From an optimization exercise on the open Yosys and OpenROAD flow, aimed at small area and a short achievable clock period; shortcuts taken in it are not production practice.
The RTL was checked by simulation tests, not by an equivalence proof against the original design.
Power is estimated from default activity; no workload was simulated.

==> run.sh <==
#!/bin/bash
# synth_recipe.tcl (not shown) runs the flow's synth.tcl, then flattens the netlist and writes it again
# the make line also repeats each setting of config.mk as NAME=value (left out here)
make -C /OpenROAD-flow-scripts/flow DESIGN_CONFIG=/design/flow/config.mk WORK_HOME=/design/flow/orfs CLKGATE_MAP_FILE= SYNTH_SCRIPT=/design/flow/synth_recipe.tcl finish
==> config.mk <==
export PLATFORM = sky130hd
export DESIGN_NAME = chronos_ex
export DESIGN_NICKNAME = chronos_ex
export VERILOG_FILES = /design/flow/design.v
export SDC_FILE = /design/flow/constraint.sdc
export NUM_CORES = 4
export LEC_CHECK = 0
export CAP_MARGIN = 20
export CORE_MARGIN = 2
export CORE_UTILIZATION = 40
export SLEW_MARGIN = 20
==> constraint.sdc <==
create_clock -name core_clock -period 5.5 [get_ports {clk}]
set_input_delay 1.1000 -clock core_clock [delete_from_list [all_inputs] [get_ports {clk}]]
set_output_delay 1.1000 -clock core_clock [all_outputs]
set_load 0.01 [all_outputs]
==> design.v <==
module decode_alu(
    op1, op2, alu_sel,
    inst, rs1, rs2);
    output reg [31:0] op1, op2;
    output reg [3:0] alu_sel;
    input [31:0] inst, rs1, rs2;
    wire [6:0] opcode = inst[6:0];
    wire [2:0] funct3 = inst[14:12];
    wire [4:0] shamt = inst[24:20];
    wire [6:0] funct7 = inst[31:25];
    wire [11:0] imm12 = inst[31:20];
    wire [19:0] lui_imm = inst[31:12];
    wire [31:0] sign_ext_imm = imm12[11] ? {20'hFFFFF, imm12} : {20'b0, imm12};
    wire [6:0] imm12hi = inst[31:25];
    wire [4:0] imm12lo = inst[11:7];
    wire [11:0] split_imm12 = {imm12hi, imm12lo};
    always @(*) begin
        op1 = (opcode == 7'b0110111) ? {12'b0, lui_imm} : rs1;
        case (opcode)
            7'b0110011:
                op2 = (funct3 == 3'b000 && funct7[5]) ? -rs2 : rs2;
            7'b0010011:
                case (funct3)
                    3'b000, 3'b010, 3'b011, 3'b100, 3'b110, 3'b111:
                        op2 = sign_ext_imm;
                    3'b001, 3'b101:
                        op2 = shamt;
                    default:
                        op2 = 0;
                endcase
            7'b0100011:
                op2 = {{20{split_imm12[11]}}, split_imm12};
            7'b0000011:
                op2 = sign_ext_imm;
            default:
                op2 = rs2;
        endcase
        case (opcode)
            7'b0110011, 7'b0010011:
                case (funct3)
                    3'b000:  alu_sel = 4'd0;
                    3'b001:  alu_sel = 4'd1;
                    3'b010:  alu_sel = 4'd2;
                    3'b011: alu_sel = 4'd3;
                    3'b100:  alu_sel = 4'd4;
                    3'b101:   alu_sel = inst[30] ? 4'd6 : 4'd5;
                    3'b110:   alu_sel = 4'd7;
                    3'b111:  alu_sel = 4'd8;
                    default:  alu_sel = 4'd10;
                endcase
            7'b0000011, 7'b0100011:
                alu_sel = 4'd0;
            7'b0110111:
                alu_sel = 4'd9;
            7'b1100011:
                case (funct3)
                    3'b000, 3'b001:   alu_sel = 4'd4;
                    3'b100, 3'b101:   alu_sel = 4'd2;
                    3'b110, 3'b111: alu_sel = 4'd3;
                    default: alu_sel = 4'd10;
                endcase
            default:
                alu_sel = 4'd10;
        endcase
    end
endmodule
module alu (
	output reg [31:0] alu_out,
	input [31:0] op1,
	input [31:0] op2,
	input [3:0] alu_sel
);
	always @ (*) begin
		case (alu_sel)
			4'd0:  alu_out = op1 + op2;
			4'd1:  alu_out = op1 << op2[4:0];
			4'd2:  alu_out = $signed(op1) < $signed(op2) ? 1 : 0;
			4'd3: alu_out = op1 < op2 ? 1 : 0;
			4'd4:  alu_out = op1 ^ op2;
			4'd5:  alu_out = op1 >> op2[4:0];
			4'd6:  alu_out = $signed(op1) >>> op2[4:0];
			4'd7:   alu_out = op1 | op2;
			4'd8:  alu_out = op1 & op2;
			4'd9:  alu_out = op1 << 12;
			4'd10: alu_out = 0;
			default:   alu_out = 0;
		endcase
	end
endmodule
module branch_gen(
    branch_target, branch_taken,
    inst, pc, alu_out);
    output [31:0] branch_target;
    output reg branch_taken;
    input [31:0] inst, pc, alu_out;
    wire [6:0] opcode = inst[6:0];
    wire [2:0] funct3 = inst[14:12];
    wire [11:0] branch_split_imm = {inst[31], inst[7], inst[30:25], inst[11:8]};
    wire [31:0] branch_imm = { {20{branch_split_imm[11]}}, branch_split_imm };
    assign branch_target = pc + ($signed(branch_imm) << 1);
    always @(*) begin
        branch_taken = 0;
        if (opcode == 7'b1100011) begin
            case (funct3)
                3'b000:
                    branch_taken = (alu_out == 0);
                3'b001:
                    branch_taken = (alu_out != 0);
                3'b100:
                    branch_taken = (alu_out == 1);
                3'b101:
                    branch_taken = (alu_out != 1);
                3'b110:
                    branch_taken = (alu_out == 1);
                3'b111:
                    branch_taken = (alu_out != 1);
                default:
                    branch_taken = 0;
            endcase
        end
    end
endmodule
module store_format (
	input [31:0] instruction,
	input [31:0] data,	 
	input [31:0] addr,	 
	output reg [31:0] write_data,
	output reg [3:0] write_mask
);
	wire [6:0] opcode = instruction[6:0];
	wire [2:0] funct3 = instruction[14:12];
	reg [31:0] write_data_masked;
	always @ (*) begin
		case (funct3)
			3'b000  : write_data_masked = data & 32'hFF;
			3'b001  : write_data_masked = data & 32'hFFFF;
			3'b010  : write_data_masked = data & 32'hFFFFFFFF;
			default: write_data_masked = 32'h0;
		endcase
	end
	always @ (*) begin
		case (addr[1:0])
			2'b00: write_data = write_data_masked;
			2'b01: write_data = write_data_masked << 8;
			2'b10: write_data = write_data_masked << 16;
			2'b11: write_data = write_data_masked << 24;
			default: write_data = 32'b0;
		endcase
	end
	always @ (*) begin
		if (opcode != 7'b0100011)
			write_mask = 4'b0;
		else case (funct3)
			3'b000  : write_mask =    4'b1 << addr[1:0];
			3'b001  : write_mask =   4'b11 << addr[1:0];
			3'b010  : write_mask = 4'b1111;
			default: write_mask = 0;
		endcase
	end
endmodule
module chronos_ex (
	input clk,
	input rst,               
	input in_valid,
	input [31:0] inst,
	input [31:0] pc,
	input [31:0] rs1_data,
	input [31:0] rs2_data,
	output reg out_valid,
	output reg [31:0] result,
	output reg br_taken,
	output reg [31:0] br_target,
	output reg [31:0] mem_wdata,
	output reg [3:0] mem_wmask
);
	wire [31:0] op1_id, op2_id;
	wire [3:0] alu_sel_id;
	decode_alu alu_decoder(
		.op1(op1_id),
		.op2(op2_id),
		.alu_sel(alu_sel_id),
		.inst(inst),
		.rs1(rs1_data),
		.rs2(rs2_data));
	reg valid_ex;
	reg [31:0] inst_ex, pc_ex, op1_ex, op2_ex, rs2_ex;
	reg [3:0] alu_sel_ex;
	always @(posedge clk) begin
		if (rst == 0) begin
			valid_ex <= 0;
			inst_ex <= 0;
			pc_ex <= 0;
			op1_ex <= 0;
			op2_ex <= 0;
			rs2_ex <= 0;
			alu_sel_ex <= 0;
		end
		else begin
			valid_ex <= in_valid;
			inst_ex <= inst;
			pc_ex <= pc;
			op1_ex <= op1_id;
			op2_ex <= op2_id;
			rs2_ex <= rs2_data;
			alu_sel_ex <= alu_sel_id;
		end
	end
	wire [31:0] alu_out_ex;
	alu _alu(
		.alu_out(alu_out_ex),
		.op1(op1_ex),
		.op2(op2_ex),
		.alu_sel(alu_sel_ex));
	wire [31:0] branch_target_ex;
	wire branch_taken_ex;
	branch_gen _branch_gen(
		.branch_target(branch_target_ex),
		.branch_taken(branch_taken_ex),
		.inst(inst_ex),
		.pc(pc_ex),
		.alu_out(alu_out_ex));
	wire [31:0] write_data_ex;
	wire [3:0] write_mask_ex;
	store_format _store_format(
		.instruction(inst_ex),
		.data(rs2_ex),
		.addr(alu_out_ex),
		.write_data(write_data_ex),
		.write_mask(write_mask_ex));
	always @(posedge clk) begin
		if (rst == 0) begin
			out_valid <= 0;
			result <= 0;
			br_taken <= 0;
			br_target <= 0;
			mem_wdata <= 0;
			mem_wmask <= 0;
		end
		else begin
			out_valid <= valid_ex;
			result <= alu_out_ex;
			br_taken <= branch_taken_ex;
			br_target <= branch_target_ex;
			mem_wdata <= write_data_ex;
			mem_wmask <= write_mask_ex;
		end
	end
endmodule
==> out/qor.txt <==
Max Buffers Root-to-Sink = 3
Synth top area cells = dfxtp_1 27%, ha_1 8.5%, mux4_2 6.5%
Post-synth EDFFs = 0
Site row count = 79
Leading area contributor after synthesis = dfxtp_1
Hold_sp = pc_ex[0]
Crit path kind = reg -> reg
Worst clock skew = 0.0298 ns
Post-synth ARST share = 0
Period utilization = 0.915
Synth Area in Simple Gates = 0.208
Syn_nets = 2589
Final Setup Violations = 0
CTS tree = built
Via-to-Cell Ratio = 6.31
ANT cells = 0
Initial antenna violation count = 2
Top cells by count, synth = 257 x dfxtp_1, 240 x nor2_1, 172 x nand2_1
CTS Hold Buffers Added = 0
WHS = 0.432 ns
P_leak = 9.43 nW
Initial DRT Pass Iterations = 6
All-layer global routing usage = 0.362
First-pass GRT wire length = 132 mm
CTS H-tree depth = 1
Tmin final = 5.03 ns
Adder-Cell Fraction of Synth Area = 0.0870
Worst VDD drop = 0.267 mV
Die area = 0.0493 mm²
RSZ-0062 raised after global routing = no
Endpoints failing hold = 0
Count leader, synth = dfxtp_1
Yosys reg bits = 257
Cell Area, Synth = 0.0190 mm²
Core Area = 0.0468 mm²
Post-CTS Setup Bufs = 0
CP Data Required Time = 5.97 ns
Worst-path clk slew = 0.06 ns
Netlist cell types = 91
DRC viols = 0
Initial Util = 0.406
Xor/xnor share of the synthesized area = 0.0198
Largest family of logic cells by synthesized area = compound AO/OA/AOI/OAI gates
DR vias = 19900
Startpoint Class = flop
YS warnings = 5
Total CTS buffers = 29
DP HPWL = 72.4 mm
Area grow syn2layout = 22.4%
Net Switching = 0.00184 W
IO Count = 233
F_max = 0.199 GHz
Post-synth top area share = 0.271
Worst Hold Class = reg -> reg
Final Max Tran Viols = 0
Sequential fraction of the synthesis area = 0.271
Slew @ Worst Pin = 1.02 ns
Post-synthesis compound-gate area fraction = 0.227
Starting DRT DRC Count = 2680
Routability cong. = 1.05
Comb power frac = 0.264
Vias in the first global route = 19000
CP Max Fanout = 36
Final WL = 92.4 mm
Clock Sinks = 257
Cell count after synthesis = 2327
Power Density = 242 mW/mm²
DIE WIDTH = 222 µm
Resize count post-CTS = 0
Status = finished clean
Antenna violation net count after detailed routing = 0
Setup crit end kind = flop
Sw Ratio = 0.326
Global route overflow = 0
Crit path launch = op2_ex[1]
Clock share of power = 0.367
Avg Cell Area, Syn = 8.17 µm²
CP arrival = 5.50 ns
Largest net degree at the start of global routing = 78
Root buffer cell = clkbuf_16
Main synth FF type = dfxtp_1
WL/cell = 29.3 µm
Internal power = 0.00380 W
Port bufs = 232
Post-synthesis mux area share = 0.125
Nets = 2784
Total of max-cap violations = 0
Seq pwr share = 0.370
R2R Path Start = op2_ex[1]
Slew margin rel. = 0.299
Layout cell share with drive strength beyond 1 = 0.109
Total negative slack = 0 ns
Clock latency (worst-skew pair) = 0.61 ns
Die Y = 222 µm
worst max-delay path, stage by stage (launching register included):
cell	delay, ns
dfxtp_4	0.63
buf_4	0.46
mux2i_1	0.33
a2bb2oi_1	0.54
o32a_1	0.38
mux4_2	0.32
o211ai_1	0.12
nor4_1	0.48
nand4_1	0.21
nor4b_2	0.51
nand4_1	0.17
or4b_1	0.58
mux2i_1	0.15
power groups by stage:
stage / clock network (W) / logic (W) / registers [W]
3_5_place_dp: 0 / 0.00144 / 0.00212
4_1_cts: 0.00210 / 0.00144 / 0.00208
6_report: 0.00207 / 0.00149 / 0.00208
2_1_floorplan: 0 / 0.000822 / 0.00208
5_1_grt: 0.00217 / 0.00156 / 0.00209
3_3_place_gp: 0 / 0.00144 / 0.00212
metrics by stage:
step                      setup slack [ns]  std cells  power [W]   util  area (µm²)
after floorplan                       1.25       2327    0.00290      -       19000
after global placement               0.701       3098    0.00355  0.476       22200
after detailed placement             0.625       3098    0.00355  0.476       22200
after CTS                            0.591       3152    0.00562  0.498       23300
after global routing                 0.359       3152    0.00582  0.498       23300
final                                0.469       3152    0.00563  0.498       23300
cells by family (layout without fill, tap and decap cells):
family / Yosys count / after routing
fa+ha+maj: 131 / 131
mux: 162 / 162
simple gates: 792 / 792
buf+inv: 294 / 512
xor+xnor: 43 / 43
flops: 257 / 257
compound gates: 648 / 648
layout make-up:
cell class	instances	area, µm²
clock buffers	37	796
clock inverters	17	225
fillers	4560	23500
inverters	118	445
multi-input cells	1776	12700
flip-flops and latches	257	5150
well taps	607	759
repair buffers	340	3160
cell usage in the layout, fill, tap and decap left out, types with 12 or more instances in the layout:
cell type        count
xnor2_1             25
and2_1             110
or3_1               15
o221ai_1            12
nand2_1            172
nor3b_1             14
ha_1               129
mux4_2              55
nand4_1             19
mux2i_1             81
o211ai_1            26
clkdlybuf4s50_1    231
a21o_1              46
o21a_1              19
o22ai_1             31
o31ai_1             14
a21oi_1            161
o22a_1              19
mux2_2              23
nor4_1              18
a31oi_1             35
a22oi_1             31
inv_1              114
nand2b_1            19
a211oi_1            31
nor3_1              51
nor2b_1             20
clkbuf_16           29
nand3_1             28
dfxtp_1            253
buf_4              107
o21ai_0            113
xor2_1              18
nor2_1             240
and3_1              30
final timing paths:
check,end,slack [ns],cells past startpoint
max reg2reg,br_taken,0.47,12
min,br_target[0],0.43,1
max,br_taken,0.47,12
min reg2reg,br_target[0],0.43,1
layer usage:
layer / track usage / wire length [µm]
met3: 0.0842 / 9630
met4: 0.166 / 4690
met2: 0.558 / 39900
met5: 0 / 16
met1: 0.482 / 38100
sequential cells by signal (all words and copies together), names as in the netlist, 22 cells and up:
| signal | count |
|---|---|
| op1_ex | 32 |
| pc_ex | 32 |
| result | 32 |
| op2_ex | 32 |
| br_target | 32 |
| mem_wdata | 32 |
| rs2_ex | 32 |
| inst_ex | 22 |

static timing again, ports no longer ideal:
In the flow no input, the clock included, has a driving cell. The finished layout below was timed again as built, in two steps.
Step 1, drivers: a clkbuf_16 drives clk and a buf_2 each remaining input, both assumed.
Step 2 times the ports against the registers' clock, not the clock port: input delays grow and output delays shrink by t, the midpoint of the rising clock arrivals with the driver on.
a / b / c = no drivers / after step 1 / after step 2; a / b = the first two.
t (ns): 0.654
slack for setup (ns): 0.469 / 0.469 / 0.469
worst hold slack (ns): 0.432 / 0.432 / 0.432
pins driven straight from the clock port: 1
After both steps setup and hold are still met in this run. For this run, drivers alone change the setup slack by 0.000 ns; drivers and shift together by 0.000 ns.
